Context: an optimization exercise on an open-source flow, tuned for small area. The choices shown serve that exercise and are no tape-out recipe.
At most, simulation tests tie the RTL to the original design; equivalence was not proved.
No functional check of the RTL was part of run 2.
Power and IR drop assume default switching activity.

## flow/design.v (module list and top-level ports; edited modules follow where they fit)
// module mfcc_dct: 1658 lines
module mfcc_dct(
    input         clk,
    input         rst,
    input  [15:0] in_data,
    input         in_valid,
    output        c0_valid,
    output [31:0] c0_data,
    output        c1_valid,
    output [31:0] c1_data,
    output        c2_valid,
    output [31:0] c2_data,
    output        c3_valid,
    output [31:0] c3_data,
    output        c4_valid,
    output [31:0] c4_data,
    output        c5_valid,
    output [31:0] c5_data,
    output        c6_valid,
    output [31:0] c6_data,
    output        c7_valid,
    output [31:0] c7_data,
    output        c8_valid,
    output [31:0] c8_data,
    output        c9_valid,
    output [31:0] c9_data,
    output        c10_valid,
    output [31:0] c10_data,
    output        c11_valid,
    output [31:0] c11_data,
    output        c12_valid,
    output [31:0] c12_data
    );
  // ...
==> flow/run.sh <==
#!/bin/bash
# synth_recipe.tcl (not shown) runs the flow's synth.tcl, then flattens the netlist and writes it again
# the make line also repeats each setting of config.mk as NAME=value (left out here)
make -C /OpenROAD-flow-scripts/flow DESIGN_CONFIG=/design/flow/config.mk WORK_HOME=/design/flow/orfs CLKGATE_MAP_FILE= SYNTH_SCRIPT=/design/flow/synth_recipe.tcl finish
==> flow/config.mk <==
export PLATFORM = sky130hd
export DESIGN_NAME = mfcc_dct
export DESIGN_NICKNAME = mfcc_dct
export VERILOG_FILES = /design/flow/design.v
export SDC_FILE = /design/flow/constraint.sdc
export NUM_CORES = 4
export LEC_CHECK = 0
export ABC_AREA = 1
export CAP_MARGIN = 20
export CORE_MARGIN = 2
export CORE_UTILIZATION = 65
export CTS_BUF_LIST = sky130_fd_sc_hd__clkbuf_8
export CTS_CLUSTER_SIZE = 30
export PLACE_DENSITY = 0.75
export SLEW_MARGIN = 20
==> flow/constraint.sdc <==
create_clock -name core_clock -period 10.0 [get_ports {clk}]
set_input_delay 2.0000 -clock core_clock [delete_from_list [all_inputs] [get_ports {clk}]]
set_output_delay 2.0000 -clock core_clock [all_outputs]
set_load 0.01 [all_outputs]
==> reports/qor.yml, run 1 <==
worstMarginPinSlew_ns: 1.18
finalHoldViolCount: 0
ant_nets: 0
layout-drive-gt1-share: 0.129
setup_slack_ns: 0.369
synth_edf_count: 321
synth.largest_area_cell: "dfxtp_1"
root_buffer: "clkbuf_8"
nFillCells: 7775
syn_inst: 7014
synth_top_family_by_area: "adder cells"
synth.avg_cell_area_um2: 11.3
reg2reg_depth: 46
ys_ff_latch: 2366
synth-compound-area-share: 0.0873
dp_hpwl_mm: 136
placed_area_um2: 85100
fin_util: 0.759
finalHoldWorstSlack_ns: 0.263
crit_top_cell: "fa_2"
buffers_excl_clock: 775
synth_top_area_share: 0.516
status: "finished clean"
gr-total-overflow: 0
dp_slack_ns: -0.393
grt_use_total: 0.318
dpl.cell_count: 8844
inv_count: 686
==> inputs of run 2 (changes only) <==
--- a/flow/design.v
+++ b/flow/design.v
@@ -46,79 +46,91 @@
     wire [12:0] oh2 = {oh1[0], oh1[12:1]};
     wire [12:0] oh3 = {oh2[0], oh2[12:1]};
     wire [12:0] oh4 = {oh3[0], oh3[12:1]};
     reg [3:0] n;             
     reg [5:0] fcnt;          
     reg [15:0] st0, st1, st2, st3, st4, st5, st6;    
     reg [15:0] x9;
     wire push = in_valid & (n <= 4'd6);
-    wire pop  = in_valid & (n >= 4'd8);
+    reg [15:0] stk;      
+    always @(*) begin
+        case (n[2:0])
+        3'd0: stk = st0;
+        3'd1: stk = st1;
+        3'd2: stk = st2;
+        3'd3: stk = st3;
+        3'd4: stk = st4;
+        3'd5: stk = st5;
+        default: stk = st6;
+        endcase
+    end
     always @(posedge clk) begin
         if (rst) begin
             n <= 4'd0;
             fcnt <= 6'd0;
         end else if (in_valid) begin
             n <= (n == 4'd14) ? 4'd0 : n + 4'd1;
             if (n == 4'd14) fcnt <= fcnt + 6'd1;
         end
         if (push) begin
             st0 <= in_data; st1 <= st0; st2 <= st1; st3 <= st2;
             st4 <= st3; st5 <= st4; st6 <= st5;
-        end else if (pop) begin
-            st0 <= st1; st1 <= st2; st2 <= st3; st3 <= st4;
-            st4 <= st5; st5 <= st6;
         end
         if (in_valid && n == 4'd9) x9 <= in_data;
     end
     wire        nv = in_valid & (n >= 4'd7);
-    wire [2:0]  nj = (n == 4'd7) ? 3'd7 : (n == 4'd14) ? 3'd0 : 3'd6 - n[2:0];
     wire [16:0] u_add = {g_s33, g_s31, g_s29, g_s27, g_s25, g_s23, g_s21, g_s19, g_s17, g_s15, g_s13, g_s11, g_s9, g_s7, g_s5, g_s3, g_s1};
     wire [16:0] v_sub = {g_s67, g_s65, g_s63, g_s61, g_s59, g_s57, g_s55, g_s53, g_s51, g_s49, g_s47, g_s45, g_s43, g_s41, g_s39, g_s37, g_s35};
     wire [16:0] nu = (n == 4'd7) ? {1'b0, in_data} : u_add;
     wire [16:0] nvv = v_sub;
     reg [16:0] qu0, qu1, qu2;
     reg [16:0] qv0, qv1, qv2;
-    reg [2:0]  qj0, qj1, qj2;
+    reg [2:0]  dj;               
     reg [1:0]  qn;               
+    reg [1:0]  wp, rp;
+    wire [16:0] qhu = (rp == 2'd0) ? qu0 : (rp == 2'd1) ? qu1 : qu2;
+    wire [16:0] qhv = (rp == 2'd0) ? qv0 : (rp == 2'd1) ? qv1 : qv2;
     reg        b1, b2;           
     reg [3:0]  k1, k2;           
     reg [16:0] u1, v1, u2, v2;
     reg [2:0]  j1, j2;
     reg [3:0]  ocnt;             
     wire f1 = ~b1 | (k1 == 4'd12);
     wire f2 = ~b2 | (k2 == 4'd12);
     wire       have = (qn != 2'd0) | nv;
-    wire [16:0] hu = (qn != 2'd0) ? qu0 : nu;
-    wire [16:0] hv = (qn != 2'd0) ? qv0 : nvv;
-    wire [2:0]  hj = (qn != 2'd0) ? qj0 : nj;
+    wire [16:0] hu = (qn != 2'd0) ? qhu : nu;
+    wire [16:0] hv = (qn != 2'd0) ? qhv : nvv;
+    wire [2:0]  hj = dj;
     wire ld1 = have & f1;
     wire ld2 = have & ~f1 & f2;
     wire disp = ld1 | ld2;
     wire deq = disp & (qn != 2'd0);
     wire enq = nv & ~(disp & (qn == 2'd0));
     always @(posedge clk) begin
         if (rst) begin
             qn <= 2'd0;
+            wp <= 2'd0;
+            rp <= 2'd0;
+            dj <= 3'd7;
             b1 <= 1'b0;
             b2 <= 1'b0;
             ocnt <= 4'd0;
         end else begin
-            if (deq) begin
-                qu0 <= qu1; qv0 <= qv1; qj0 <= qj1;
-                qu1 <= qu2; qv1 <= qv2; qj1 <= qj2;
-            end
             if (enq) begin
-                case (qn - {1'b0, deq})
-                2'd0: begin qu0 <= nu; qv0 <= nvv; qj0 <= nj; end
-                2'd1: begin qu1 <= nu; qv1 <= nvv; qj1 <= nj; end
-                default: begin qu2 <= nu; qv2 <= nvv; qj2 <= nj; end
+                case (wp)
+                2'd0: begin qu0 <= nu; qv0 <= nvv; end
+                2'd1: begin qu1 <= nu; qv1 <= nvv; end
+                default: begin qu2 <= nu; qv2 <= nvv; end
                 endcase
+                wp <= (wp == 2'd2) ? 2'd0 : wp + 2'd1;
             end
+            if (deq) rp <= (rp == 2'd2) ? 2'd0 : rp + 2'd1;
             qn <= qn + {1'b0, enq} - {1'b0, deq};
+            if (disp) dj <= dj - 3'd1;
             if (ld1) begin
                 b1 <= 1'b1; k1 <= 4'd0; u1 <= hu; v1 <= hv; j1 <= hj;
             end else if (b1) begin
                 k1 <= k1 + 4'd1;
                 if (k1 == 4'd12) b1 <= 1'b0;
             end
             if (ld2) begin
                 b2 <= 1'b1; k2 <= 4'd0; u2 <= hu; v2 <= hv; j2 <= hj;
@@ -361,18 +373,18 @@
     wire [17:0] zx = {2'b0, x9};
     reg [30:0] rA [0:12];
     reg [29:0] rC1 [0:12];
     reg [29:0] rC2 [0:12];
     reg [30:0] rD1 [0:12];
     reg [30:0] rD2 [0:12];
     wire [30:0] macA = {g_m975, g_m974, g_m973, g_m972, g_m971, g_m970, g_m969, g_m968, g_m967, g_m966, g_m965, g_m964, g_m963, g_m962, g_m961, g_s899, g_s897, g_s895, g_s893, g_s891, g_s889, g_s887, g_s885, g_s883, g_s881, g_s879, g_s877, g_s875, g_s873, g_s871, g_s869};
     wire c2x = oh2[0] ? 1'b0 : rC2[2][29];
-    wire [30:0] dval = {g_m1082, g_m1081, g_m1080, g_m1079, g_m1078, g_m1077, g_m1076, g_m1075, g_m1074, g_m1073, g_m1072, g_m1071, g_m1070, g_m1069, g_m1068, g_s1006, g_s1004, g_s1002, g_s1000, g_s998, g_s996, g_s994, g_s992, g_s990, g_s988, g_s986, g_s984, g_s982, g_s980, g_s978, g_s976};
-    wire [31:0] ddval = {g_m1194, g_m1193, g_m1192, g_m1191, g_m1190, g_m1189, g_m1188, g_m1187, g_m1186, g_m1185, g_m1184, g_m1183, g_m1182, g_m1181, g_m1180, g_m1179, g_s1113, g_s1111, g_s1109, g_s1107, g_s1105, g_s1103, g_s1101, g_s1099, g_s1097, g_s1095, g_s1093, g_s1091, g_s1089, g_s1087, g_s1085, g_s1083};
+    wire [30:0] dval = {g_s1036, g_s1034, g_s1032, g_s1030, g_s1028, g_s1026, g_s1024, g_s1022, g_s1020, g_s1018, g_s1016, g_s1014, g_s1012, g_s1010, g_s1008, g_s1006, g_s1004, g_s1002, g_s1000, g_s998, g_s996, g_s994, g_s992, g_s990, g_s988, g_s986, g_s984, g_s982, g_s980, g_s978, g_s976};
+    wire [31:0] ddval = {g_s1100, g_s1098, g_s1096, g_s1094, g_s1092, g_s1090, g_s1088, g_s1086, g_s1084, g_s1082, g_s1080, g_s1078, g_s1076, g_s1074, g_s1072, g_s1070, g_s1068, g_s1066, g_s1064, g_s1062, g_s1060, g_s1058, g_s1056, g_s1054, g_s1052, g_s1050, g_s1048, g_s1046, g_s1044, g_s1042, g_s1040, g_s1038};
     wire act0 = (ocnt != 4'd0) && (ocnt != 4'd14);
     reg act1, act2, act3;
     reg [3:0] flc;
     wire flush = (flc != 4'd0);
     always @(posedge clk) begin
         if (rst) begin
             act1 <= 1'b0;
             act2 <= 1'b0;
@@ -414,33 +426,29 @@
         rA4h <= ddval[31];
         if (act3 | flush | rst) rA[5] <= 31'd0;
     end
     wire [31:0] srcC = {rA[2][30], rA[2]};
     wire [31:0] srcD = {rA[3][30], rA[3]};
     wire [31:0] srcDD = {rA4h, rA[4]};
     wire den = ~(fcnt == 6'd1 || fcnt == 6'd2);
     wire dden = den & ~(fcnt == 6'd3 || fcnt == 6'd4);
-    reg [12:0] vld;
     wire bs0_c = oh2[0] | oh2[3] | oh2[6] | oh2[9];
     wire bs0_d = oh3[0] | oh3[3] | oh3[6] | oh3[9];
     wire [31:0] bus0 = bs0_c ? srcC : bs0_d ? srcD : srcDD;
     wire bs1_c = oh2[1] | oh2[4] | oh2[7] | oh2[10];
     wire bs1_d = oh3[1] | oh3[4] | oh3[7] | oh3[10];
     wire [31:0] bus1 = bs1_c ? srcC : bs1_d ? srcD : srcDD;
     wire bs2_c = oh2[2] | oh2[5] | oh2[8] | oh2[11];
     wire bs2_d = oh3[2] | oh3[5] | oh3[8] | oh3[11];
     wire [31:0] bus2 = bs2_c ? srcC : bs2_d ? srcD : srcDD;
     wire bs3_c = oh2[12];
     wire bs3_d = oh3[12];
     wire [31:0] bus3 = bs3_c ? srcC : bs3_d ? srcD : srcDD;
-    always @(posedge clk) begin
-        if (rst) vld <= 13'd0;
-        else vld <= ({13{act0}} & oh1) | ({13{act1 & den}} & oh2) | ({13{act2 & dden}} & oh3);
-    end
+    wire [12:0] vld = ({13{act1}} & oh2) | ({13{act2 & den}} & oh3) | ({13{act3 & dden}} & oh4);
     assign c0_valid = vld[0];
     assign c0_data = bus0;
     assign c1_valid = vld[1];
     assign c1_data = bus1;
     assign c2_valid = vld[2];
     assign c2_data = bus2;
     assign c3_valid = vld[3];
     assign c3_data = bus0;
@@ -457,82 +465,82 @@
     assign c9_valid = vld[9];
     assign c9_data = bus0;
     assign c10_valid = vld[10];
     assign c10_data = bus1;
     assign c11_valid = vld[11];
     assign c11_data = bus2;
     assign c12_valid = vld[12];
     assign c12_data = bus3;
-  wire g_s1 = st0[0] ^ in_data[0] ^ 1'b0;
-  wire g_c2 = (st0[0] & in_data[0]) | (st0[0] & 1'b0) | (in_data[0] & 1'b0);
-  wire g_s3 = st0[1] ^ in_data[1] ^ g_c2;
-  wire g_c4 = (st0[1] & in_data[1]) | (st0[1] & g_c2) | (in_data[1] & g_c2);
-  wire g_s5 = st0[2] ^ in_data[2] ^ g_c4;
-  wire g_c6 = (st0[2] & in_data[2]) | (st0[2] & g_c4) | (in_data[2] & g_c4);
-  wire g_s7 = st0[3] ^ in_data[3] ^ g_c6;
-  wire g_c8 = (st0[3] & in_data[3]) | (st0[3] & g_c6) | (in_data[3] & g_c6);
-  wire g_s9 = st0[4] ^ in_data[4] ^ g_c8;
-  wire g_c10 = (st0[4] & in_data[4]) | (st0[4] & g_c8) | (in_data[4] & g_c8);
-  wire g_s11 = st0[5] ^ in_data[5] ^ g_c10;
-  wire g_c12 = (st0[5] & in_data[5]) | (st0[5] & g_c10) | (in_data[5] & g_c10);
-  wire g_s13 = st0[6] ^ in_data[6] ^ g_c12;
-  wire g_c14 = (st0[6] & in_data[6]) | (st0[6] & g_c12) | (in_data[6] & g_c12);
-  wire g_s15 = st0[7] ^ in_data[7] ^ g_c14;
-  wire g_c16 = (st0[7] & in_data[7]) | (st0[7] & g_c14) | (in_data[7] & g_c14);
-  wire g_s17 = st0[8] ^ in_data[8] ^ g_c16;
-  wire g_c18 = (st0[8] & in_data[8]) | (st0[8] & g_c16) | (in_data[8] & g_c16);
-  wire g_s19 = st0[9] ^ in_data[9] ^ g_c18;
-  wire g_c20 = (st0[9] & in_data[9]) | (st0[9] & g_c18) | (in_data[9] & g_c18);
-  wire g_s21 = st0[10] ^ in_data[10] ^ g_c20;
-  wire g_c22 = (st0[10] & in_data[10]) | (st0[10] & g_c20) | (in_data[10] & g_c20);
-  wire g_s23 = st0[11] ^ in_data[11] ^ g_c22;
-  wire g_c24 = (st0[11] & in_data[11]) | (st0[11] & g_c22) | (in_data[11] & g_c22);
-  wire g_s25 = st0[12] ^ in_data[12] ^ g_c24;
-  wire g_c26 = (st0[12] & in_data[12]) | (st0[12] & g_c24) | (in_data[12] & g_c24);
-  wire g_s27 = st0[13] ^ in_data[13] ^ g_c26;
-  wire g_c28 = (st0[13] & in_data[13]) | (st0[13] & g_c26) | (in_data[13] & g_c26);
-  wire g_s29 = st0[14] ^ in_data[14] ^ g_c28;
-  wire g_c30 = (st0[14] & in_data[14]) | (st0[14] & g_c28) | (in_data[14] & g_c28);
-  wire g_s31 = st0[15] ^ in_data[15] ^ g_c30;
-  wire g_c32 = (st0[15] & in_data[15]) | (st0[15] & g_c30) | (in_data[15] & g_c30);
+  wire g_s1 = stk[0] ^ in_data[0] ^ 1'b0;
+  wire g_c2 = (stk[0] & in_data[0]) | (stk[0] & 1'b0) | (in_data[0] & 1'b0);
+  wire g_s3 = stk[1] ^ in_data[1] ^ g_c2;
+  wire g_c4 = (stk[1] & in_data[1]) | (stk[1] & g_c2) | (in_data[1] & g_c2);
+  wire g_s5 = stk[2] ^ in_data[2] ^ g_c4;
+  wire g_c6 = (stk[2] & in_data[2]) | (stk[2] & g_c4) | (in_data[2] & g_c4);
+  wire g_s7 = stk[3] ^ in_data[3] ^ g_c6;
+  wire g_c8 = (stk[3] & in_data[3]) | (stk[3] & g_c6) | (in_data[3] & g_c6);
+  wire g_s9 = stk[4] ^ in_data[4] ^ g_c8;
+  wire g_c10 = (stk[4] & in_data[4]) | (stk[4] & g_c8) | (in_data[4] & g_c8);
+  wire g_s11 = stk[5] ^ in_data[5] ^ g_c10;
+  wire g_c12 = (stk[5] & in_data[5]) | (stk[5] & g_c10) | (in_data[5] & g_c10);
+  wire g_s13 = stk[6] ^ in_data[6] ^ g_c12;
+  wire g_c14 = (stk[6] & in_data[6]) | (stk[6] & g_c12) | (in_data[6] & g_c12);
+  wire g_s15 = stk[7] ^ in_data[7] ^ g_c14;
+  wire g_c16 = (stk[7] & in_data[7]) | (stk[7] & g_c14) | (in_data[7] & g_c14);
+  wire g_s17 = stk[8] ^ in_data[8] ^ g_c16;
+  wire g_c18 = (stk[8] & in_data[8]) | (stk[8] & g_c16) | (in_data[8] & g_c16);
+  wire g_s19 = stk[9] ^ in_data[9] ^ g_c18;
+  wire g_c20 = (stk[9] & in_data[9]) | (stk[9] & g_c18) | (in_data[9] & g_c18);
+  wire g_s21 = stk[10] ^ in_data[10] ^ g_c20;
+  wire g_c22 = (stk[10] & in_data[10]) | (stk[10] & g_c20) | (in_data[10] & g_c20);
+  wire g_s23 = stk[11] ^ in_data[11] ^ g_c22;
+  wire g_c24 = (stk[11] & in_data[11]) | (stk[11] & g_c22) | (in_data[11] & g_c22);
+  wire g_s25 = stk[12] ^ in_data[12] ^ g_c24;
+  wire g_c26 = (stk[12] & in_data[12]) | (stk[12] & g_c24) | (in_data[12] & g_c24);
+  wire g_s27 = stk[13] ^ in_data[13] ^ g_c26;
+  wire g_c28 = (stk[13] & in_data[13]) | (stk[13] & g_c26) | (in_data[13] & g_c26);
+  wire g_s29 = stk[14] ^ in_data[14] ^ g_c28;
+  wire g_c30 = (stk[14] & in_data[14]) | (stk[14] & g_c28) | (in_data[14] & g_c28);
+  wire g_s31 = stk[15] ^ in_data[15] ^ g_c30;
+  wire g_c32 = (stk[15] & in_data[15]) | (stk[15] & g_c30) | (in_data[15] & g_c30);
   wire g_s33 = 1'b0 ^ 1'b0 ^ g_c32;
   wire g_c34 = (1'b0 & 1'b0) | (1'b0 & g_c32) | (1'b0 & g_c32);
-  wire g_s35 = st0[0] ^ ~in_data[0] ^ 1'b1;
-  wire g_c36 = (st0[0] & ~in_data[0]) | (st0[0] & 1'b1) | (~in_data[0] & 1'b1);
-  wire g_s37 = st0[1] ^ ~in_data[1] ^ g_c36;
-  wire g_c38 = (st0[1] & ~in_data[1]) | (st0[1] & g_c36) | (~in_data[1] & g_c36);
-  wire g_s39 = st0[2] ^ ~in_data[2] ^ g_c38;
-  wire g_c40 = (st0[2] & ~in_data[2]) | (st0[2] & g_c38) | (~in_data[2] & g_c38);
-  wire g_s41 = st0[3] ^ ~in_data[3] ^ g_c40;
-  wire g_c42 = (st0[3] & ~in_data[3]) | (st0[3] & g_c40) | (~in_data[3] & g_c40);
-  wire g_s43 = st0[4] ^ ~in_data[4] ^ g_c42;
-  wire g_c44 = (st0[4] & ~in_data[4]) | (st0[4] & g_c42) | (~in_data[4] & g_c42);
-  wire g_s45 = st0[5] ^ ~in_data[5] ^ g_c44;
-  wire g_c46 = (st0[5] & ~in_data[5]) | (st0[5] & g_c44) | (~in_data[5] & g_c44);
-  wire g_s47 = st0[6] ^ ~in_data[6] ^ g_c46;
-  wire g_c48 = (st0[6] & ~in_data[6]) | (st0[6] & g_c46) | (~in_data[6] & g_c46);
-  wire g_s49 = st0[7] ^ ~in_data[7] ^ g_c48;
-  wire g_c50 = (st0[7] & ~in_data[7]) | (st0[7] & g_c48) | (~in_data[7] & g_c48);
-  wire g_s51 = st0[8] ^ ~in_data[8] ^ g_c50;
-  wire g_c52 = (st0[8] & ~in_data[8]) | (st0[8] & g_c50) | (~in_data[8] & g_c50);
-  wire g_s53 = st0[9] ^ ~in_data[9] ^ g_c52;
-  wire g_c54 = (st0[9] & ~in_data[9]) | (st0[9] & g_c52) | (~in_data[9] & g_c52);
-  wire g_s55 = st0[10] ^ ~in_data[10] ^ g_c54;
-  wire g_c56 = (st0[10] & ~in_data[10]) | (st0[10] & g_c54) | (~in_data[10] & g_c54);
-  wire g_s57 = st0[11] ^ ~in_data[11] ^ g_c56;
-  wire g_c58 = (st0[11] & ~in_data[11]) | (st0[11] & g_c56) | (~in_data[11] & g_c56);
-  wire g_s59 = st0[12] ^ ~in_data[12] ^ g_c58;
-  wire g_c60 = (st0[12] & ~in_data[12]) | (st0[12] & g_c58) | (~in_data[12] & g_c58);
-  wire g_s61 = st0[13] ^ ~in_data[13] ^ g_c60;
-  wire g_c62 = (st0[13] & ~in_data[13]) | (st0[13] & g_c60) | (~in_data[13] & g_c60);
-  wire g_s63 = st0[14] ^ ~in_data[14] ^ g_c62;
-  wire g_c64 = (st0[14] & ~in_data[14]) | (st0[14] & g_c62) | (~in_data[14] & g_c62);
-  wire g_s65 = st0[15] ^ ~in_data[15] ^ g_c64;
-  wire g_c66 = (st0[15] & ~in_data[15]) | (st0[15] & g_c64) | (~in_data[15] & g_c64);
+  wire g_s35 = stk[0] ^ ~in_data[0] ^ 1'b1;
+  wire g_c36 = (stk[0] & ~in_data[0]) | (stk[0] & 1'b1) | (~in_data[0] & 1'b1);
+  wire g_s37 = stk[1] ^ ~in_data[1] ^ g_c36;
+  wire g_c38 = (stk[1] & ~in_data[1]) | (stk[1] & g_c36) | (~in_data[1] & g_c36);
+  wire g_s39 = stk[2] ^ ~in_data[2] ^ g_c38;
+  wire g_c40 = (stk[2] & ~in_data[2]) | (stk[2] & g_c38) | (~in_data[2] & g_c38);
+  wire g_s41 = stk[3] ^ ~in_data[3] ^ g_c40;
+  wire g_c42 = (stk[3] & ~in_data[3]) | (stk[3] & g_c40) | (~in_data[3] & g_c40);
+  wire g_s43 = stk[4] ^ ~in_data[4] ^ g_c42;
+  wire g_c44 = (stk[4] & ~in_data[4]) | (stk[4] & g_c42) | (~in_data[4] & g_c42);
+  wire g_s45 = stk[5] ^ ~in_data[5] ^ g_c44;
+  wire g_c46 = (stk[5] & ~in_data[5]) | (stk[5] & g_c44) | (~in_data[5] & g_c44);
+  wire g_s47 = stk[6] ^ ~in_data[6] ^ g_c46;
+  wire g_c48 = (stk[6] & ~in_data[6]) | (stk[6] & g_c46) | (~in_data[6] & g_c46);
+  wire g_s49 = stk[7] ^ ~in_data[7] ^ g_c48;
+  wire g_c50 = (stk[7] & ~in_data[7]) | (stk[7] & g_c48) | (~in_data[7] & g_c48);
+  wire g_s51 = stk[8] ^ ~in_data[8] ^ g_c50;
+  wire g_c52 = (stk[8] & ~in_data[8]) | (stk[8] & g_c50) | (~in_data[8] & g_c50);
+  wire g_s53 = stk[9] ^ ~in_data[9] ^ g_c52;
+  wire g_c54 = (stk[9] & ~in_data[9]) | (stk[9] & g_c52) | (~in_data[9] & g_c52);
+  wire g_s55 = stk[10] ^ ~in_data[10] ^ g_c54;
+  wire g_c56 = (stk[10] & ~in_data[10]) | (stk[10] & g_c54) | (~in_data[10] & g_c54);
+  wire g_s57 = stk[11] ^ ~in_data[11] ^ g_c56;
+  wire g_c58 = (stk[11] & ~in_data[11]) | (stk[11] & g_c56) | (~in_data[11] & g_c56);
+  wire g_s59 = stk[12] ^ ~in_data[12] ^ g_c58;
+  wire g_c60 = (stk[12] & ~in_data[12]) | (stk[12] & g_c58) | (~in_data[12] & g_c58);
+  wire g_s61 = stk[13] ^ ~in_data[13] ^ g_c60;
+  wire g_c62 = (stk[13] & ~in_data[13]) | (stk[13] & g_c60) | (~in_data[13] & g_c60);
+  wire g_s63 = stk[14] ^ ~in_data[14] ^ g_c62;
+  wire g_c64 = (stk[14] & ~in_data[14]) | (stk[14] & g_c62) | (~in_data[14] & g_c62);
+  wire g_s65 = stk[15] ^ ~in_data[15] ^ g_c64;
+  wire g_c66 = (stk[15] & ~in_data[15]) | (stk[15] & g_c64) | (~in_data[15] & g_c64);
   wire g_s67 = 1'b0 ^ 1'b1 ^ g_c66;
   wire g_c68 = (1'b0 & 1'b1) | (1'b0 & g_c66) | (1'b1 & g_c66);
   wire g_ng69 = c1[1] & ~(c1[0] & 1'b0);
   wire g_on70 = c1[0] ^ 1'b0;
   wire g_tw71 = (c1[1] & ~c1[0] & ~1'b0) | (~c1[1] & c1[0] & 1'b0);
   wire g_ng72 = sp1 | g_ng69;
   wire g_on73 = sp1 | g_on70;
   wire g_tw74 = ~sp1 & g_tw71;
@@ -1464,18 +1472,18 @@
   wire g_s1000 = rA[2][12] ^ ~rC2[2][12] ^ g_c999;
   wire g_c1001 = (rA[2][12] & ~rC2[2][12]) | (rA[2][12] & g_c999) | (~rC2[2][12] & g_c999);
   wire g_s1002 = rA[2][13] ^ ~rC2[2][13] ^ g_c1001;
   wire g_c1003 = (rA[2][13] & ~rC2[2][13]) | (rA[2][13] & g_c1001) | (~rC2[2][13] & g_c1001);
   wire g_s1004 = rA[2][14] ^ ~rC2[2][14] ^ g_c1003;
   wire g_c1005 = (rA[2][14] & ~rC2[2][14]) | (rA[2][14] & g_c1003) | (~rC2[2][14] & g_c1003);
   wire g_s1006 = rA[2][15] ^ ~rC2[2][15] ^ g_c1005;
   wire g_c1007 = (rA[2][15] & ~rC2[2][15]) | (rA[2][15] & g_c1005) | (~rC2[2][15] & g_c1005);
-  wire g_s1008 = rA[2][16] ^ ~rC2[2][16] ^ 1'b0;
-  wire g_c1009 = (rA[2][16] & ~rC2[2][16]) | (rA[2][16] & 1'b0) | (~rC2[2][16] & 1'b0);
+  wire g_s1008 = rA[2][16] ^ ~rC2[2][16] ^ g_c1007;
+  wire g_c1009 = (rA[2][16] & ~rC2[2][16]) | (rA[2][16] & g_c1007) | (~rC2[2][16] & g_c1007);
   wire g_s1010 = rA[2][17] ^ ~rC2[2][17] ^ g_c1009;
   wire g_c1011 = (rA[2][17] & ~rC2[2][17]) | (rA[2][17] & g_c1009) | (~rC2[2][17] & g_c1009);
   wire g_s1012 = rA[2][18] ^ ~rC2[2][18] ^ g_c1011;
   wire g_c1013 = (rA[2][18] & ~rC2[2][18]) | (rA[2][18] & g_c1011) | (~rC2[2][18] & g_c1011);
   wire g_s1014 = rA[2][19] ^ ~rC2[2][19] ^ g_c1013;
   wire g_c1015 = (rA[2][19] & ~rC2[2][19]) | (rA[2][19] & g_c1013) | (~rC2[2][19] & g_c1013);
   wire g_s1016 = rA[2][20] ^ ~rC2[2][20] ^ g_c1015;
   wire g_c1017 = (rA[2][20] & ~rC2[2][20]) | (rA[2][20] & g_c1015) | (~rC2[2][20] & g_c1015);
@@ -1494,166 +1502,73 @@
   wire g_s1030 = rA[2][27] ^ ~rC2[2][27] ^ g_c1029;
   wire g_c1031 = (rA[2][27] & ~rC2[2][27]) | (rA[2][27] & g_c1029) | (~rC2[2][27] & g_c1029);
   wire g_s1032 = rA[2][28] ^ ~rC2[2][28] ^ g_c1031;
   wire g_c1033 = (rA[2][28] & ~rC2[2][28]) | (rA[2][28] & g_c1031) | (~rC2[2][28] & g_c1031);
   wire g_s1034 = rA[2][29] ^ ~rC2[2][29] ^ g_c1033;
   wire g_c1035 = (rA[2][29] & ~rC2[2][29]) | (rA[2][29] & g_c1033) | (~rC2[2][29] & g_c1033);
   wire g_s1036 = rA[2][30] ^ ~c2x ^ g_c1035;
   wire g_c1037 = (rA[2][30] & ~c2x) | (rA[2][30] & g_c1035) | (~c2x & g_c1035);
-  wire g_s1038 = rA[2][16] ^ ~rC2[2][16] ^ 1'b1;
-  wire g_c1039 = (rA[2][16] & ~rC2[2][16]) | (rA[2][16] & 1'b1) | (~rC2[2][16] & 1'b1);
-  wire g_s1040 = rA[2][17] ^ ~rC2[2][17] ^ g_c1039;
-  wire g_c1041 = (rA[2][17] & ~rC2[2][17]) | (rA[2][17] & g_c1039) | (~rC2[2][17] & g_c1039);
-  wire g_s1042 = rA[2][18] ^ ~rC2[2][18] ^ g_c1041;
-  wire g_c1043 = (rA[2][18] & ~rC2[2][18]) | (rA[2][18] & g_c1041) | (~rC2[2][18] & g_c1041);
-  wire g_s1044 = rA[2][19] ^ ~rC2[2][19] ^ g_c1043;
-  wire g_c1045 = (rA[2][19] & ~rC2[2][19]) | (rA[2][19] & g_c1043) | (~rC2[2][19] & g_c1043);
-  wire g_s1046 = rA[2][20] ^ ~rC2[2][20] ^ g_c1045;
-  wire g_c1047 = (rA[2][20] & ~rC2[2][20]) | (rA[2][20] & g_c1045) | (~rC2[2][20] & g_c1045);
-  wire g_s1048 = rA[2][21] ^ ~rC2[2][21] ^ g_c1047;
-  wire g_c1049 = (rA[2][21] & ~rC2[2][21]) | (rA[2][21] & g_c1047) | (~rC2[2][21] & g_c1047);
-  wire g_s1050 = rA[2][22] ^ ~rC2[2][22] ^ g_c1049;
-  wire g_c1051 = (rA[2][22] & ~rC2[2][22]) | (rA[2][22] & g_c1049) | (~rC2[2][22] & g_c1049);
-  wire g_s1052 = rA[2][23] ^ ~rC2[2][23] ^ g_c1051;
-  wire g_c1053 = (rA[2][23] & ~rC2[2][23]) | (rA[2][23] & g_c1051) | (~rC2[2][23] & g_c1051);
-  wire g_s1054 = rA[2][24] ^ ~rC2[2][24] ^ g_c1053;
-  wire g_c1055 = (rA[2][24] & ~rC2[2][24]) | (rA[2][24] & g_c1053) | (~rC2[2][24] & g_c1053);
-  wire g_s1056 = rA[2][25] ^ ~rC2[2][25] ^ g_c1055;
-  wire g_c1057 = (rA[2][25] & ~rC2[2][25]) | (rA[2][25] & g_c1055) | (~rC2[2][25] & g_c1055);
-  wire g_s1058 = rA[2][26] ^ ~rC2[2][26] ^ g_c1057;
-  wire g_c1059 = (rA[2][26] & ~rC2[2][26]) | (rA[2][26] & g_c1057) | (~rC2[2][26] & g_c1057);
-  wire g_s1060 = rA[2][27] ^ ~rC2[2][27] ^ g_c1059;
-  wire g_c1061 = (rA[2][27] & ~rC2[2][27]) | (rA[2][27] & g_c1059) | (~rC2[2][27] & g_c1059);
-  wire g_s1062 = rA[2][28] ^ ~rC2[2][28] ^ g_c1061;
-  wire g_c1063 = (rA[2][28] & ~rC2[2][28]) | (rA[2][28] & g_c1061) | (~rC2[2][28] & g_c1061);
-  wire g_s1064 = rA[2][29] ^ ~rC2[2][29] ^ g_c1063;
-  wire g_c1065 = (rA[2][29] & ~rC2[2][29]) | (rA[2][29] & g_c1063) | (~rC2[2][29] & g_c1063);
-  wire g_s1066 = rA[2][30] ^ ~c2x ^ g_c1065;
-  wire g_c1067 = (rA[2][30] & ~c2x) | (rA[2][30] & g_c1065) | (~c2x & g_c1065);
-  wire g_m1068 = g_c1007 ? g_s1038 : g_s1008;
-  wire g_m1069 = g_c1007 ? g_s1040 : g_s1010;
-  wire g_m1070 = g_c1007 ? g_s1042 : g_s1012;
-  wire g_m1071 = g_c1007 ? g_s1044 : g_s1014;
-  wire g_m1072 = g_c1007 ? g_s1046 : g_s1016;
-  wire g_m1073 = g_c1007 ? g_s1048 : g_s1018;
-  wire g_m1074 = g_c1007 ? g_s1050 : g_s1020;
-  wire g_m1075 = g_c1007 ? g_s1052 : g_s1022;
-  wire g_m1076 = g_c1007 ? g_s1054 : g_s1024;
-  wire g_m1077 = g_c1007 ? g_s1056 : g_s1026;
-  wire g_m1078 = g_c1007 ? g_s1058 : g_s1028;
-  wire g_m1079 = g_c1007 ? g_s1060 : g_s1030;
-  wire g_m1080 = g_c1007 ? g_s1062 : g_s1032;
-  wire g_m1081 = g_c1007 ? g_s1064 : g_s1034;
-  wire g_m1082 = g_c1007 ? g_s1066 : g_s1036;
-  wire g_s1083 = rA[3][0] ^ ~rD2[3][0] ^ 1'b1;
-  wire g_c1084 = (rA[3][0] & ~rD2[3][0]) | (rA[3][0] & 1'b1) | (~rD2[3][0] & 1'b1);
-  wire g_s1085 = rA[3][1] ^ ~rD2[3][1] ^ g_c1084;
-  wire g_c1086 = (rA[3][1] & ~rD2[3][1]) | (rA[3][1] & g_c1084) | (~rD2[3][1] & g_c1084);
-  wire g_s1087 = rA[3][2] ^ ~rD2[3][2] ^ g_c1086;
-  wire g_c1088 = (rA[3][2] & ~rD2[3][2]) | (rA[3][2] & g_c1086) | (~rD2[3][2] & g_c1086);
-  wire g_s1089 = rA[3][3] ^ ~rD2[3][3] ^ g_c1088;
-  wire g_c1090 = (rA[3][3] & ~rD2[3][3]) | (rA[3][3] & g_c1088) | (~rD2[3][3] & g_c1088);
-  wire g_s1091 = rA[3][4] ^ ~rD2[3][4] ^ g_c1090;
-  wire g_c1092 = (rA[3][4] & ~rD2[3][4]) | (rA[3][4] & g_c1090) | (~rD2[3][4] & g_c1090);
-  wire g_s1093 = rA[3][5] ^ ~rD2[3][5] ^ g_c1092;
-  wire g_c1094 = (rA[3][5] & ~rD2[3][5]) | (rA[3][5] & g_c1092) | (~rD2[3][5] & g_c1092);
-  wire g_s1095 = rA[3][6] ^ ~rD2[3][6] ^ g_c1094;
-  wire g_c1096 = (rA[3][6] & ~rD2[3][6]) | (rA[3][6] & g_c1094) | (~rD2[3][6] & g_c1094);
-  wire g_s1097 = rA[3][7] ^ ~rD2[3][7] ^ g_c1096;
-  wire g_c1098 = (rA[3][7] & ~rD2[3][7]) | (rA[3][7] & g_c1096) | (~rD2[3][7] & g_c1096);
-  wire g_s1099 = rA[3][8] ^ ~rD2[3][8] ^ g_c1098;
-  wire g_c1100 = (rA[3][8] & ~rD2[3][8]) | (rA[3][8] & g_c1098) | (~rD2[3][8] & g_c1098);
-  wire g_s1101 = rA[3][9] ^ ~rD2[3][9] ^ g_c1100;
-  wire g_c1102 = (rA[3][9] & ~rD2[3][9]) | (rA[3][9] & g_c1100) | (~rD2[3][9] & g_c1100);
-  wire g_s1103 = rA[3][10] ^ ~rD2[3][10] ^ g_c1102;
-  wire g_c1104 = (rA[3][10] & ~rD2[3][10]) | (rA[3][10] & g_c1102) | (~rD2[3][10] & g_c1102);
-  wire g_s1105 = rA[3][11] ^ ~rD2[3][11] ^ g_c1104;
-  wire g_c1106 = (rA[3][11] & ~rD2[3][11]) | (rA[3][11] & g_c1104) | (~rD2[3][11] & g_c1104);
-  wire g_s1107 = rA[3][12] ^ ~rD2[3][12] ^ g_c1106;
-  wire g_c1108 = (rA[3][12] & ~rD2[3][12]) | (rA[3][12] & g_c1106) | (~rD2[3][12] & g_c1106);
-  wire g_s1109 = rA[3][13] ^ ~rD2[3][13] ^ g_c1108;
-  wire g_c1110 = (rA[3][13] & ~rD2[3][13]) | (rA[3][13] & g_c1108) | (~rD2[3][13] & g_c1108);
-  wire g_s1111 = rA[3][14] ^ ~rD2[3][14] ^ g_c1110;
-  wire g_c1112 = (rA[3][14] & ~rD2[3][14]) | (rA[3][14] & g_c1110) | (~rD2[3][14] & g_c1110);
-  wire g_s1113 = rA[3][15] ^ ~rD2[3][15] ^ g_c1112;
-  wire g_c1114 = (rA[3][15] & ~rD2[3][15]) | (rA[3][15] & g_c1112) | (~rD2[3][15] & g_c1112);
-  wire g_s1115 = rA[3][16] ^ ~rD2[3][16] ^ 1'b0;
-  wire g_c1116 = (rA[3][16] & ~rD2[3][16]) | (rA[3][16] & 1'b0) | (~rD2[3][16] & 1'b0);
-  wire g_s1117 = rA[3][17] ^ ~rD2[3][17] ^ g_c1116;
-  wire g_c1118 = (rA[3][17] & ~rD2[3][17]) | (rA[3][17] & g_c1116) | (~rD2[3][17] & g_c1116);
-  wire g_s1119 = rA[3][18] ^ ~rD2[3][18] ^ g_c1118;
-  wire g_c1120 = (rA[3][18] & ~rD2[3][18]) | (rA[3][18] & g_c1118) | (~rD2[3][18] & g_c1118);
-  wire g_s1121 = rA[3][19] ^ ~rD2[3][19] ^ g_c1120;
-  wire g_c1122 = (rA[3][19] & ~rD2[3][19]) | (rA[3][19] & g_c1120) | (~rD2[3][19] & g_c1120);
-  wire g_s1123 = rA[3][20] ^ ~rD2[3][20] ^ g_c1122;
-  wire g_c1124 = (rA[3][20] & ~rD2[3][20]) | (rA[3][20] & g_c1122) | (~rD2[3][20] & g_c1122);
-  wire g_s1125 = rA[3][21] ^ ~rD2[3][21] ^ g_c1124;
-  wire g_c1126 = (rA[3][21] & ~rD2[3][21]) | (rA[3][21] & g_c1124) | (~rD2[3][21] & g_c1124);
-  wire g_s1127 = rA[3][22] ^ ~rD2[3][22] ^ g_c1126;
-  wire g_c1128 = (rA[3][22] & ~rD2[3][22]) | (rA[3][22] & g_c1126) | (~rD2[3][22] & g_c1126);
-  wire g_s1129 = rA[3][23] ^ ~rD2[3][23] ^ g_c1128;
-  wire g_c1130 = (rA[3][23] & ~rD2[3][23]) | (rA[3][23] & g_c1128) | (~rD2[3][23] & g_c1128);
-  wire g_s1131 = rA[3][24] ^ ~rD2[3][24] ^ g_c1130;
-  wire g_c1132 = (rA[3][24] & ~rD2[3][24]) | (rA[3][24] & g_c1130) | (~rD2[3][24] & g_c1130);
-  wire g_s1133 = rA[3][25] ^ ~rD2[3][25] ^ g_c1132;
-  wire g_c1134 = (rA[3][25] & ~rD2[3][25]) | (rA[3][25] & g_c1132) | (~rD2[3][25] & g_c1132);
-  wire g_s1135 = rA[3][26] ^ ~rD2[3][26] ^ g_c1134;
-  wire g_c1136 = (rA[3][26] & ~rD2[3][26]) | (rA[3][26] & g_c1134) | (~rD2[3][26] & g_c1134);
-  wire g_s1137 = rA[3][27] ^ ~rD2[3][27] ^ g_c1136;
-  wire g_c1138 = (rA[3][27] & ~rD2[3][27]) | (rA[3][27] & g_c1136) | (~rD2[3][27] & g_c1136);
-  wire g_s1139 = rA[3][28] ^ ~rD2[3][28] ^ g_c1138;
-  wire g_c1140 = (rA[3][28] & ~rD2[3][28]) | (rA[3][28] & g_c1138) | (~rD2[3][28] & g_c1138);
-  wire g_s1141 = rA[3][29] ^ ~rD2[3][29] ^ g_c1140;
-  wire g_c1142 = (rA[3][29] & ~rD2[3][29]) | (rA[3][29] & g_c1140) | (~rD2[3][29] & g_c1140);
-  wire g_s1143 = rA[3][30] ^ ~rD2[3][30] ^ g_c1142;
-  wire g_c1144 = (rA[3][30] & ~rD2[3][30]) | (rA[3][30] & g_c1142) | (~rD2[3][30] & g_c1142);
-  wire g_s1145 = rA[3][30] ^ ~rD2[3][30] ^ g_c1144;
-  wire g_c1146 = (rA[3][30] & ~rD2[3][30]) | (rA[3][30] & g_c1144) | (~rD2[3][30] & g_c1144);
-  wire g_s1147 = rA[3][16] ^ ~rD2[3][16] ^ 1'b1;
-  wire g_c1148 = (rA[3][16] & ~rD2[3][16]) | (rA[3][16] & 1'b1) | (~rD2[3][16] & 1'b1);
-  wire g_s1149 = rA[3][17] ^ ~rD2[3][17] ^ g_c1148;
-  wire g_c1150 = (rA[3][17] & ~rD2[3][17]) | (rA[3][17] & g_c1148) | (~rD2[3][17] & g_c1148);
-  wire g_s1151 = rA[3][18] ^ ~rD2[3][18] ^ g_c1150;
-  wire g_c1152 = (rA[3][18] & ~rD2[3][18]) | (rA[3][18] & g_c1150) | (~rD2[3][18] & g_c1150);
-  wire g_s1153 = rA[3][19] ^ ~rD2[3][19] ^ g_c1152;
-  wire g_c1154 = (rA[3][19] & ~rD2[3][19]) | (rA[3][19] & g_c1152) | (~rD2[3][19] & g_c1152);
-  wire g_s1155 = rA[3][20] ^ ~rD2[3][20] ^ g_c1154;
-  wire g_c1156 = (rA[3][20] & ~rD2[3][20]) | (rA[3][20] & g_c1154) | (~rD2[3][20] & g_c1154);
-  wire g_s1157 = rA[3][21] ^ ~rD2[3][21] ^ g_c1156;
-  wire g_c1158 = (rA[3][21] & ~rD2[3][21]) | (rA[3][21] & g_c1156) | (~rD2[3][21] & g_c1156);
-  wire g_s1159 = rA[3][22] ^ ~rD2[3][22] ^ g_c1158;
-  wire g_c1160 = (rA[3][22] & ~rD2[3][22]) | (rA[3][22] & g_c1158) | (~rD2[3][22] & g_c1158);
-  wire g_s1161 = rA[3][23] ^ ~rD2[3][23] ^ g_c1160;
-  wire g_c1162 = (rA[3][23] & ~rD2[3][23]) | (rA[3][23] & g_c1160) | (~rD2[3][23] & g_c1160);
-  wire g_s1163 = rA[3][24] ^ ~rD2[3][24] ^ g_c1162;
-  wire g_c1164 = (rA[3][24] & ~rD2[3][24]) | (rA[3][24] & g_c1162) | (~rD2[3][24] & g_c1162);
-  wire g_s1165 = rA[3][25] ^ ~rD2[3][25] ^ g_c1164;
-  wire g_c1166 = (rA[3][25] & ~rD2[3][25]) | (rA[3][25] & g_c1164) | (~rD2[3][25] & g_c1164);
-  wire g_s1167 = rA[3][26] ^ ~rD2[3][26] ^ g_c1166;
-  wire g_c1168 = (rA[3][26] & ~rD2[3][26]) | (rA[3][26] & g_c1166) | (~rD2[3][26] & g_c1166);
-  wire g_s1169 = rA[3][27] ^ ~rD2[3][27] ^ g_c1168;
-  wire g_c1170 = (rA[3][27] & ~rD2[3][27]) | (rA[3][27] & g_c1168) | (~rD2[3][27] & g_c1168);
-  wire g_s1171 = rA[3][28] ^ ~rD2[3][28] ^ g_c1170;
-  wire g_c1172 = (rA[3][28] & ~rD2[3][28]) | (rA[3][28] & g_c1170) | (~rD2[3][28] & g_c1170);
-  wire g_s1173 = rA[3][29] ^ ~rD2[3][29] ^ g_c1172;
-  wire g_c1174 = (rA[3][29] & ~rD2[3][29]) | (rA[3][29] & g_c1172) | (~rD2[3][29] & g_c1172);
-  wire g_s1175 = rA[3][30] ^ ~rD2[3][30] ^ g_c1174;
-  wire g_c1176 = (rA[3][30] & ~rD2[3][30]) | (rA[3][30] & g_c1174) | (~rD2[3][30] & g_c1174);
-  wire g_s1177 = rA[3][30] ^ ~rD2[3][30] ^ g_c1176;
-  wire g_c1178 = (rA[3][30] & ~rD2[3][30]) | (rA[3][30] & g_c1176) | (~rD2[3][30] & g_c1176);
-  wire g_m1179 = g_c1114 ? g_s1147 : g_s1115;
-  wire g_m1180 = g_c1114 ? g_s1149 : g_s1117;
-  wire g_m1181 = g_c1114 ? g_s1151 : g_s1119;
-  wire g_m1182 = g_c1114 ? g_s1153 : g_s1121;
-  wire g_m1183 = g_c1114 ? g_s1155 : g_s1123;
-  wire g_m1184 = g_c1114 ? g_s1157 : g_s1125;
-  wire g_m1185 = g_c1114 ? g_s1159 : g_s1127;
-  wire g_m1186 = g_c1114 ? g_s1161 : g_s1129;
-  wire g_m1187 = g_c1114 ? g_s1163 : g_s1131;
-  wire g_m1188 = g_c1114 ? g_s1165 : g_s1133;
-  wire g_m1189 = g_c1114 ? g_s1167 : g_s1135;
-  wire g_m1190 = g_c1114 ? g_s1169 : g_s1137;
-  wire g_m1191 = g_c1114 ? g_s1171 : g_s1139;
-  wire g_m1192 = g_c1114 ? g_s1173 : g_s1141;
-  wire g_m1193 = g_c1114 ? g_s1175 : g_s1143;
-  wire g_m1194 = g_c1114 ? g_s1177 : g_s1145;
+  wire g_s1038 = rA[3][0] ^ ~rD2[3][0] ^ 1'b1;
+  wire g_c1039 = (rA[3][0] & ~rD2[3][0]) | (rA[3][0] & 1'b1) | (~rD2[3][0] & 1'b1);
+  wire g_s1040 = rA[3][1] ^ ~rD2[3][1] ^ g_c1039;
+  wire g_c1041 = (rA[3][1] & ~rD2[3][1]) | (rA[3][1] & g_c1039) | (~rD2[3][1] & g_c1039);
+  wire g_s1042 = rA[3][2] ^ ~rD2[3][2] ^ g_c1041;
+  wire g_c1043 = (rA[3][2] & ~rD2[3][2]) | (rA[3][2] & g_c1041) | (~rD2[3][2] & g_c1041);
+  wire g_s1044 = rA[3][3] ^ ~rD2[3][3] ^ g_c1043;
+  wire g_c1045 = (rA[3][3] & ~rD2[3][3]) | (rA[3][3] & g_c1043) | (~rD2[3][3] & g_c1043);
+  wire g_s1046 = rA[3][4] ^ ~rD2[3][4] ^ g_c1045;
+  wire g_c1047 = (rA[3][4] & ~rD2[3][4]) | (rA[3][4] & g_c1045) | (~rD2[3][4] & g_c1045);
+  wire g_s1048 = rA[3][5] ^ ~rD2[3][5] ^ g_c1047;
+  wire g_c1049 = (rA[3][5] & ~rD2[3][5]) | (rA[3][5] & g_c1047) | (~rD2[3][5] & g_c1047);
+  wire g_s1050 = rA[3][6] ^ ~rD2[3][6] ^ g_c1049;
+  wire g_c1051 = (rA[3][6] & ~rD2[3][6]) | (rA[3][6] & g_c1049) | (~rD2[3][6] & g_c1049);
+  wire g_s1052 = rA[3][7] ^ ~rD2[3][7] ^ g_c1051;
+  wire g_c1053 = (rA[3][7] & ~rD2[3][7]) | (rA[3][7] & g_c1051) | (~rD2[3][7] & g_c1051);
+  wire g_s1054 = rA[3][8] ^ ~rD2[3][8] ^ g_c1053;
+  wire g_c1055 = (rA[3][8] & ~rD2[3][8]) | (rA[3][8] & g_c1053) | (~rD2[3][8] & g_c1053);
+  wire g_s1056 = rA[3][9] ^ ~rD2[3][9] ^ g_c1055;
+  wire g_c1057 = (rA[3][9] & ~rD2[3][9]) | (rA[3][9] & g_c1055) | (~rD2[3][9] & g_c1055);
+  wire g_s1058 = rA[3][10] ^ ~rD2[3][10] ^ g_c1057;
+  wire g_c1059 = (rA[3][10] & ~rD2[3][10]) | (rA[3][10] & g_c1057) | (~rD2[3][10] & g_c1057);
+  wire g_s1060 = rA[3][11] ^ ~rD2[3][11] ^ g_c1059;
+  wire g_c1061 = (rA[3][11] & ~rD2[3][11]) | (rA[3][11] & g_c1059) | (~rD2[3][11] & g_c1059);
+  wire g_s1062 = rA[3][12] ^ ~rD2[3][12] ^ g_c1061;
+  wire g_c1063 = (rA[3][12] & ~rD2[3][12]) | (rA[3][12] & g_c1061) | (~rD2[3][12] & g_c1061);
+  wire g_s1064 = rA[3][13] ^ ~rD2[3][13] ^ g_c1063;
+  wire g_c1065 = (rA[3][13] & ~rD2[3][13]) | (rA[3][13] & g_c1063) | (~rD2[3][13] & g_c1063);
+  wire g_s1066 = rA[3][14] ^ ~rD2[3][14] ^ g_c1065;
+  wire g_c1067 = (rA[3][14] & ~rD2[3][14]) | (rA[3][14] & g_c1065) | (~rD2[3][14] & g_c1065);
+  wire g_s1068 = rA[3][15] ^ ~rD2[3][15] ^ g_c1067;
+  wire g_c1069 = (rA[3][15] & ~rD2[3][15]) | (rA[3][15] & g_c1067) | (~rD2[3][15] & g_c1067);
+  wire g_s1070 = rA[3][16] ^ ~rD2[3][16] ^ g_c1069;
+  wire g_c1071 = (rA[3][16] & ~rD2[3][16]) | (rA[3][16] & g_c1069) | (~rD2[3][16] & g_c1069);
+  wire g_s1072 = rA[3][17] ^ ~rD2[3][17] ^ g_c1071;
+  wire g_c1073 = (rA[3][17] & ~rD2[3][17]) | (rA[3][17] & g_c1071) | (~rD2[3][17] & g_c1071);
+  wire g_s1074 = rA[3][18] ^ ~rD2[3][18] ^ g_c1073;
+  wire g_c1075 = (rA[3][18] & ~rD2[3][18]) | (rA[3][18] & g_c1073) | (~rD2[3][18] & g_c1073);
+  wire g_s1076 = rA[3][19] ^ ~rD2[3][19] ^ g_c1075;
+  wire g_c1077 = (rA[3][19] & ~rD2[3][19]) | (rA[3][19] & g_c1075) | (~rD2[3][19] & g_c1075);
+  wire g_s1078 = rA[3][20] ^ ~rD2[3][20] ^ g_c1077;
+  wire g_c1079 = (rA[3][20] & ~rD2[3][20]) | (rA[3][20] & g_c1077) | (~rD2[3][20] & g_c1077);
+  wire g_s1080 = rA[3][21] ^ ~rD2[3][21] ^ g_c1079;
+  wire g_c1081 = (rA[3][21] & ~rD2[3][21]) | (rA[3][21] & g_c1079) | (~rD2[3][21] & g_c1079);
+  wire g_s1082 = rA[3][22] ^ ~rD2[3][22] ^ g_c1081;
+  wire g_c1083 = (rA[3][22] & ~rD2[3][22]) | (rA[3][22] & g_c1081) | (~rD2[3][22] & g_c1081);
+  wire g_s1084 = rA[3][23] ^ ~rD2[3][23] ^ g_c1083;
+  wire g_c1085 = (rA[3][23] & ~rD2[3][23]) | (rA[3][23] & g_c1083) | (~rD2[3][23] & g_c1083);
+  wire g_s1086 = rA[3][24] ^ ~rD2[3][24] ^ g_c1085;
+  wire g_c1087 = (rA[3][24] & ~rD2[3][24]) | (rA[3][24] & g_c1085) | (~rD2[3][24] & g_c1085);
+  wire g_s1088 = rA[3][25] ^ ~rD2[3][25] ^ g_c1087;
+  wire g_c1089 = (rA[3][25] & ~rD2[3][25]) | (rA[3][25] & g_c1087) | (~rD2[3][25] & g_c1087);
+  wire g_s1090 = rA[3][26] ^ ~rD2[3][26] ^ g_c1089;
+  wire g_c1091 = (rA[3][26] & ~rD2[3][26]) | (rA[3][26] & g_c1089) | (~rD2[3][26] & g_c1089);
+  wire g_s1092 = rA[3][27] ^ ~rD2[3][27] ^ g_c1091;
+  wire g_c1093 = (rA[3][27] & ~rD2[3][27]) | (rA[3][27] & g_c1091) | (~rD2[3][27] & g_c1091);
+  wire g_s1094 = rA[3][28] ^ ~rD2[3][28] ^ g_c1093;
+  wire g_c1095 = (rA[3][28] & ~rD2[3][28]) | (rA[3][28] & g_c1093) | (~rD2[3][28] & g_c1093);
+  wire g_s1096 = rA[3][29] ^ ~rD2[3][29] ^ g_c1095;
+  wire g_c1097 = (rA[3][29] & ~rD2[3][29]) | (rA[3][29] & g_c1095) | (~rD2[3][29] & g_c1095);
+  wire g_s1098 = rA[3][30] ^ ~rD2[3][30] ^ g_c1097;
+  wire g_c1099 = (rA[3][30] & ~rD2[3][30]) | (rA[3][30] & g_c1097) | (~rD2[3][30] & g_c1097);
+  wire g_s1100 = rA[3][30] ^ ~rD2[3][30] ^ g_c1099;
+  wire g_c1101 = (rA[3][30] & ~rD2[3][30]) | (rA[3][30] & g_c1099) | (~rD2[3][30] & g_c1099);
 endmodule
--- a/flow/config.mk
+++ b/flow/config.mk
@@ -5,11 +5,11 @@
 export SDC_FILE = /design/flow/constraint.sdc
 export NUM_CORES = 4
 export LEC_CHECK = 0
 export ABC_AREA = 1
 export CAP_MARGIN = 20
 export CORE_MARGIN = 2
 export CORE_UTILIZATION = 65
 export CTS_BUF_LIST = sky130_fd_sc_hd__clkbuf_8
-export CTS_CLUSTER_SIZE = 30
+export CTS_CLUSTER_SIZE = 14
 export PLACE_DENSITY = 0.75
 export SLEW_MARGIN = 20
==> reports/qor.yml, run 2 <==
status: "failed layout checks"
violations: "setup timing"
root_buffer: "clkbuf_8"
start_kind: "register"
cts_hold_buffers: 0
clk_latency_ns: 0.99
highest_layer: "met5"
wl_met1_mm: 80.1
post-route-period-util: 1.19
syn_inst: 6384  # -9.0%
fin_crit_ns: 11.92
num_io_pins: 448
grt_pass1_vias: 48800
ctsHtreeMaxLevel: 5
dp_slack_ns: -1.72  # -1.33 ns
worstMarginPinSlew_ns: 1.08  # -0.0966 ns
wl_per_cell_um: 21.1
critPathTopFamily: "adder cells"
synth_top_area_share: 0.532  # +0.0159
p_comb_frac: 0.074
crit_top_cell: "fa_2"
maxSlewHeadroom: 0.269
gr-total-overflow: 0  # unchanged
setup_violations: 11
synth.largest_area_cell: "dfxtp_1"
synth-main-ff-cell: "dfxtp_1"
yosysWarnings: 6
synth_nets: 6828
die_y_um: 348
finalWeightedCongestion: 1.01
synthTopCellsByArea: "dfxtp_1, edfxtp_1, fa_1"
crit_type: "reg2reg"
vdd_ir_drop_max_v: 0.000237
final_cells: 8785
start_util: 0.653
grt_start_max_net_pins: 86
cts_buffer_depth: 4
cts_tree: "yes"
mostFrequentLayoutCells: "dfxtp_1, inv_1, nand2_1"
power_frac_clock: 0.392
drv_cap: 0
path_buf_inv: 1
clock_skew_ns: 0.116
p_switching_w: 0.00435
dpl.cell_count: 8201  # -7.3%
vias: 47200
path_clk_slew_ns: 0.07
layout_commonest_cell: "dfxtp_1"
netlist_area_um2: 76700
wl_mm: 185
drt_iter0_markers: 4099
core_um2: 118000
numPortBuffers: 447
synth_commonest_cells: "dfxtp_1, inv_1, nand2_1, o21ai_0, fa_1"
synth.avg_cell_area_um2: 12.0  # +6.3%
hp-class: "reg2reg"
slowest_stage: "fa_1"
layout-drive-gt1-share: 0.148  # +0.0185
slew_violations: 0
ys_ff_latch: 2351  # -0.63%
finalHoldViolCount: 0  # unchanged
fin_util: 0.766  # +0.00752
dp_hpwl_mm: 126  # -7.3%
crit_required_ns: 10.85
setup_slack_ns: -1.92  # -2.29 ns
seqPwrFrac: 0.533
ys_seq_area_frac: 0.654
cp.arrival_ns: 12.77
worstPathMaxFanout: 2
ant_nets: 0  # unchanged
top_regs: "rA (403), rD1 (403), rD2 (403)"
synth_edf_count: 312  # -2.8%
die_x_um: 348
die_area_um2: 121000
fmax_mhz: 83.9
wl_met2_mm: 86.4
cpPeakStageDelay_ns: 0.53
area_growth_pct: 17.4
grt_use_total: 0.307  # -0.0108
rsz0062_at_grt: "yes"
drc: 0
async_flop_share: 0
num_rows: 126
nFillCells: 7178  # -7.7%
cts.sinks: 2351
met3_wirelength_mm: 12.8
antenna_found_initial: 9
synthDistinctLibCells: 63
cts_buffers: 340
avgViaCountPerCell: 5.38
p_leak_nw: 36.9
fin_nets: 7464
internal_power_w: 0.0145
drtPass1Iterations: 6
power_density_nw_per_um2: 209
grt_first_pass_wirelength_mm: 283
synth.most_common_cell: "dfxtp_1"
endpoint_kind: "register"
sw_frac_of_total: 0.230
-- run 2: worst paths after layout --
path                                 from         to  slack [ns]  depth (start not counted)
worst max-delay path             rA[3][0]  rA[4][30]       -1.92                         33
worst max register to register   rA[3][0]  rA[4][30]       -1.92                         33
worst min-delay path            rD2[0][4]  rD2[1][4]        0.25                          0
worst min register to register  rD2[0][4]  rD2[1][4]        0.25                          0
-- run 2: what timing repair did --
item	4_1_cts	5_1_grt
setup endpoints to repair	27	29
resized for setup	22	65
pin swaps	8	35
setup buffers	6	7
gates cloned	0	1
endpoints found under the hold margin	0	0
-- run 2: final cells by class --
cell class                      instances  area [µm²]  share of cell area
Multi-Input combinational cell       2856       21400               0.238
Antenna cell                            2        5.00           0.0000555
Inverter                              641        2420              0.0269
Timing Repair Buffer                  830        7500              0.0832
Sequential cell                      2351       50200               0.557
Tap cell                             1536        1920              0.0213
Clock inverter                        153         930              0.0103
Clock buffer                          416        5730              0.0635
-- run 2: worst reg2reg max path: cells and delay by family (launching register included) --
family / cells / cell delay, ns
DFF: 1 / 0.34
adders and majority gates: 31 / 11.30
AOI/OAI and AO/OA: 1 / 0.08
buffers and inverters: 1 / 0.05
-- run 2: per-stage QoR --
| step | area (µm²) | hold slack, ns | total power [W] | setup TNS, ns |
|---|---|---|---|---|
| after floorplan | 76900 | 0.310 | 0.0110 | -4.88 |
| after global placement | 83100 | 0.310 | 0.0116 | -14.85 |
| after detailed placement | 83100 | 0.312 | 0.0116 | -18.31 |
| after CTS | 89800 | 0.246 | 0.0190 | -11.93 |
| after global routing | 90100 | 0.252 | 0.0195 | -14.03 |
| final | 90100 | 0.253 | 0.0189 | -12.02 |
-- run 2: power by group through the flow --
stage	clock network (W)	logic, W	registers, W
2_1_floorplan	0	0.000839	0.0102
3_3_place_gp	0	0.00133	0.0102
3_5_place_dp	0	0.00136	0.0103
4_1_cts	0.00754	0.00139	0.0101
5_1_grt	0.00793	0.00151	0.0101
6_report	0.00740	0.00140	0.0101
-- run 2: logic make-up after synthesis --
family	count (synthesis)	synth area share
XOR/XNOR	247	0.0282
AND/OR/NAND/NOR	968	0.0512
multiplexers	31	0.00404
flip-flops	2351	0.654
adder cells (fa/ha/maj)	425	0.101
buffers and inverters	1177	0.0734
AO/OA/AOI/OAI	1185	0.0883
-- run 2: per-layer routing --
layer / track usage / up-vias
met3: 0.0556 / 450
li1: - / 21700
met1: 0.425 / 23000
met5: 0 / -
met4: 0.112 / 2
met2: 0.489 / 2045

==> separate check: timing with driven ports <==
How much do the figures lean on ideal ports? The routed layouts below were timed once more, with nothing changed but the port constraints. Step 1, drivers: a clkbuf_16 drives clk and a buf_2 each remaining input, both assumed. Step 2 adds t to the input delays and takes it off the output delays; t is the mean of the earliest and latest rising clock arrival at the registers after step 1. Input paths then give back, and output paths get back, about the clock's delay inside the block. Slacks: no drivers / after step 1 / after step 2; pairs: no drivers / after step 1.
run	shift t [ns]	slack for setup (ns)	hold slack, ns	latest minus earliest clock arrival (ns)	slew at the worst register clock pin (ns)
run 1	1.035	0.369 / 0.369 / 0.005	0.263 / 0.263 / 0.263	0.126 / 0.126	0.08 / 0.08
run 2	1.028	-1.916 / -1.916 / -1.916	0.253 / 0.253 / 0.253	0.145 / 0.145	0.08 / 0.08
For run 1, which loses most, drivers alone change the setup slack by 0.000 ns; drivers and shift together by -0.364 ns.
